This design comes from an exercise in tuning for small area on the open sky130 flow, not from production work. Function was checked by simulation only, so behaviour that the tests miss may differ from the original. Power figures rest on the tool's default switching activity, not on a simulated workload.

## j4
module j4( input  wire clk
         , input  wire rst                       
         , output reg  [12:0] pc
         , input  wire [15:0] instr
         , output wire io_we                     
         , output wire io_re                     
         , output wire [16-1:0] io_ptr
         , input  wire [16-1:0] io_in
         , output wire [16-1:0] io_out
    );
reg  [16-1:0] T;
reg  [4-1:0] dsp, rsp;
wire is_lit  = instr[15];
wire is_jmp  = instr[15:13] == 3'b000;
wire is_cjmp = instr[15:13] == 3'b001;
wire is_call = instr[15:13] == 3'b010;
wire is_alu  = instr[15:13] == 3'b011;
wire [3:0] op = instr[11:8];
wire [15:0] aop = {16{is_alu}} & (16'd1 << op);   
wire [1:0] dd = is_lit ? 2'b01 : is_alu ? instr[1:0] : 2'b00;
wire [1:0] ee = is_call ? 2'b01 : is_alu ? instr[3:2] : 2'b00;
wire [3:0] dsp_n = dsp + {{2{dd[1]}}, dd};
wire [3:0] rsp_n = rsp + {{2{ee[1]}}, ee};
wire ds_we = is_lit | (is_alu & instr[7]);
wire rs_we = is_call | (is_alu & instr[6]);
wire [15:0] ds_wr, rs_wr;        
wire [15:0] ds_sn, rs_sn;        
genvar g, b;
generate for (g = 0; g < 16; g = g + 1) begin: DEC
    assign ds_wr[g] = ds_we & (dsp_n == g);
    assign rs_wr[g] = rs_we & (rsp_n == g);
    assign ds_sn[g] = ~(dsp == g);
    assign rs_sn[g] = ~((rsp == g) & ~is_call);
end endgenerate
wire [12:0] pc_inc = pc + 13'd1;
wire [16-1:0] N;
wire [12:0] R;                   
wire [16-1:0] ds_q [0:15];
wire [12:0]       rs_q [0:15];
generate for (g = 0; g < 16; g = g + 1) begin: DS
    reg [16-1:0] q;
    always @(posedge clk) if (ds_wr[g]) q <= T;
    assign ds_q[g] = q;
end endgenerate
generate for (g = 0; g < 16; g = g + 1) begin: RS
    reg [12:0] q;
    always @(posedge clk) if (rs_wr[g]) q <= R;
    assign rs_q[g] = q;
end endgenerate
generate for (b = 0; b < 16; b = b + 1) begin: NRD
    wire [15:0] col;
    for (g = 0; g < 16; g = g + 1) begin: C
        assign col[g] = ds_q[g][b];
    end
    wire [7:0] t;
    for (g = 0; g < 8; g = g + 1) begin: P
  ...
For scale: roughly 1300 cells after synthesis, ~81 I/O pins, roughly 20000 um2 of cells after synthesis.
==> flow/config.mk <==
export PLATFORM = sky130hd
export DESIGN_NAME = j4
export DESIGN_NICKNAME = j4
export VERILOG_FILES = /design/flow/design.v
export SDC_FILE = /design/flow/constraint.sdc
export NUM_CORES = 4
export LEC_CHECK = 0
export CAP_MARGIN = 5
export CORE_MARGIN = 2
export CORE_UTILIZATION = 65
export SLEW_MARGIN = 5
export SYNTH_HIERARCHICAL = 1
==> flow/constraint.sdc <==
create_clock -name core_clock -period 6.0 [get_ports {clk}]
set_input_delay 1.2000 -clock core_clock [delete_from_list [all_inputs] [get_ports {clk}]]
set_output_delay 1.2000 -clock core_clock [all_outputs]
set_load 0.01 [all_outputs]
standard.sh (not shown) runs the stock make flow with config.mk's settings and CLKGATE_MAP_FILE= SYNTH_SCRIPT=/design/flow/synth_recipe.tcl, a recipe that flattens the netlist after the stock synthesis.
==> flow/flow/run.sh <==
#!/bin/bash
# Layout flow: the standard ORFS flow (standard synthesis unchanged), with
#  - single-drive buf_1 cells as the port buffers,
#  - a clock tree of clkbuf_4/clkbuf_8 with larger sink clusters and no dummy loads.
# make's full output goes to orfs_make.log in the work folder.
set -euo pipefail
bash standard.sh \
  "BUFFER_PORTS_ARGS=-buffer_cell sky130_fd_sc_hd__buf_1" \
  "CTS_ARGS=-sink_clustering_enable -repair_clock_nets -dont_use_dummy_load -sink_clustering_size 20 -sink_clustering_max_diameter 60 -buf_list {sky130_fd_sc_hd__clkbuf_4 sky130_fd_sc_hd__clkbuf_8}" \
  finish > orfs_make.log 2>&1
The first run ran to the end with no violations.
Edit:
- CAP_MARGIN: 5 -> 20
- GPL_TIMING_DRIVEN: default -> 0
- SLEW_MARGIN: 5 -> 20
Design area stays flat. Wire length drops by 0.55%. Setup slack is worse by 470 ps. Combinational power came out lower by about 10%. Synthesized area stays the same. Clock-buffer cell count came out higher by 2. Maximum frequency drops by 8.3%. Global-route usage drops by 0.29 points.

---

j4, a different RTL version from the one above (not shown whole).
Size in the first run: ~1300 cells after synthesis, roughly 81 I/O pins, ~20000 µm² of cells after synthesis.
Settings: LEC_CHECK=0, CAP_MARGIN=20, CORE_MARGIN=2, CORE_UTILIZATION=65, SLEW_MARGIN=20, SYNTH_HIERARCHICAL=1; clock period 6.0 ns.
==> flow/flow/run.sh <==
#!/bin/bash
# Layout flow: the standard ORFS flow (standard synthesis unchanged), with
#  - single-drive buf_1 cells as the port buffers,
#  - a clock tree of clkbuf_4/clkbuf_8 with sink clusters of at most 16 flops
#    and 50 um, and no dummy loads,
#  - downsizing of gates off the critical paths after global routing.
# make's full output goes to orfs_make.log in the work folder.
set -euo pipefail
bash standard.sh \
  "BUFFER_PORTS_ARGS=-buffer_cell sky130_fd_sc_hd__buf_1" \
  "CTS_ARGS=-sink_clustering_enable -repair_clock_nets -dont_use_dummy_load -sink_clustering_size 16 -sink_clustering_max_diameter 50 -buf_list {sky130_fd_sc_hd__clkbuf_4 sky130_fd_sc_hd__clkbuf_8}" \
  RECOVER_POWER=100 \
  GPL_KEEP_OVERFLOW=0 \
  finish > orfs_make.log 2>&1
The baseline completed and failed the layout checks on max-capacitance violations, max-slew violations.
Then changed:
--- a/flow/flow/run.sh
+++ b/flow/flow/run.sh
@@ -4,5 +4,6 @@
 #  - a clock tree of clkbuf_4/clkbuf_8 with sink clusters of at most 16 flops
 #    and 50 um, and no dummy loads,
-#  - downsizing of gates off the critical paths after global routing.
+#  - downsizing of gates off the critical paths after global routing, then
+#    slew and capacitance repair again (flow/post_grt.tcl).
 # make's full output goes to orfs_make.log in the work folder.
 set -euo pipefail
@@ -11,4 +12,4 @@
   "CTS_ARGS=-sink_clustering_enable -repair_clock_nets -dont_use_dummy_load -sink_clustering_size 16 -sink_clustering_max_diameter 50 -buf_list {sky130_fd_sc_hd__clkbuf_4 sky130_fd_sc_hd__clkbuf_8}" \
   RECOVER_POWER=100 \
-  GPL_KEEP_OVERFLOW=0 \
+  "POST_GLOBAL_ROUTE_TCL=$PWD/flow/post_grt.tcl" \
   finish > orfs_make.log 2>&1
==> flow/flow/post_grt.tcl (new file) <==
# After the power recovery at the end of global routing (which downsizes
# gates), repair max slew and max capacitance again, legalize and update the
# global routes of the changed nets.
global_route -start_incremental
repair_design_helper
detailed_placement
global_route -end_incremental
estimate_parasitics -global_routing
check_placement -verbose
write_guides $::env(RESULTS_DIR)/route.guide
The changed run ran to the end with no violations.
Fmax rises by a few percent.
Final area climbs slightly.
Setup slack gains 160 ps.
Area after synthesis does not change.
Then changed:
--- a/flow/config.mk
+++ b/flow/config.mk
@@ -8,5 +8,5 @@
 export CAP_MARGIN = 20
 export CORE_MARGIN = 2
-export CORE_UTILIZATION = 65
+export CORE_UTILIZATION = 75
 export SLEW_MARGIN = 20
 export SYNTH_HIERARCHICAL = 1
Result: The changed run completed with no timing, DRC or antenna violations. First-iteration DRC count rises by 19%. Total power goes down by 0.35%. Clock-buffer cell count decreases by 2. Setup slack improves by 48 ps. Design area goes down by 0.76%. Routed wire length climbs by 4.2%. Global-route usage goes up by 6.3 points.
Then changed:
==> flow/flow/run.sh (replaced) <==
#!/bin/bash
# Layout flow: the standard ORFS flow (standard synthesis unchanged), with
#  - single-drive buf_1 cells as the port buffers,
#  - a clock tree of clkbuf_4 cells with sink clusters of at most 10 flops
#    and 40 um, and no dummy loads,
#  - downsizing of gates off the critical paths after global routing, then
#    slew and capacitance repair again (flow/post_grt.tcl).
# make's full output goes to orfs_make.log in the work folder.
set -euo pipefail
bash standard.sh \
  "BUFFER_PORTS_ARGS=-buffer_cell sky130_fd_sc_hd__buf_1" \
  "CTS_ARGS=-sink_clustering_enable -repair_clock_nets -dont_use_dummy_load -sink_clustering_size 10 -sink_clustering_max_diameter 40 -buf_list {sky130_fd_sc_hd__clkbuf_4}" \
  RECOVER_POWER=100 \
  "POST_GLOBAL_ROUTE_TCL=$PWD/flow/post_grt.tcl" \
  finish > orfs_make.log 2>&1
--- a/flow/config.mk
+++ b/flow/config.mk
@@ -8,5 +8,5 @@
 export CAP_MARGIN = 20
 export CORE_MARGIN = 2
-export CORE_UTILIZATION = 75
+export CORE_UTILIZATION = 65
 export SLEW_MARGIN = 20
 export SYNTH_HIERARCHICAL = 1
What happened: The changed run completed with no timing, DRC or antenna violations. Total power drops by a few percent. Core utilization went down by 12 points. Cell count climbs by a few percent. Setup slack gets worse by 76 ps. Wire length is lower by a few percent.

==> separate check: timing with driven ports <==
The results above use ideal ports. As a check the final layouts listed here were re-extracted and re-timed, cells and wires unchanged. Step 1: set_driving_cell puts a clkbuf_16 on clk and a buf_2 on each other input, an assumption about the parent block. Step 2, shift: input delay + t, output delay - t, t = (earliest + latest rising clock arrival at the registers) / 2. This alone moves slack from input paths to output paths. a / b / c = no drivers / after step 1 / after step 2; a / b = the first two.
run | shift t [ns] | setup WS [ns] | worst hold slack (ns) | worst register clock-pin slew, ns | worst data-port slew with drivers (ns)
the first run of note 1 | 0.600 | 0.786 / 0.786 / 0.490 | 0.622 / 0.622 / 0.622 | 0.12 / 0.12 | 0.13
the second run of note 1 | 0.611 | 0.312 / 0.312 / -0.217 | 0.619 / 0.619 / 0.619 | 0.12 / 0.12 | 0.04
the first run of note 2 | 0.611 | 0.236 / 0.236 / -0.143 | 0.603 / 0.603 / 0.603 | 0.10 / 0.10 | 0.07
the second run of note 2 | 0.604 | 0.397 / 0.397 / 0.271 | 0.585 / 0.585 / 0.585 | 0.10 / 0.10 | 0.07
the third run of note 2 | 0.603 | 0.444 / 0.444 / 0.422 | 0.613 / 0.613 / 0.613 | 0.10 / 0.10 | 0.06
the fourth run of note 2 | 0.758 | 0.368 / 0.368 / 0.278 | 0.598 / 0.598 / 0.598 | 0.11 / 0.11 | 0.06
For the second run of note 1, which loses most, drivers alone change the setup slack by 0.000 ns; drivers and shift together by -0.529 ns.
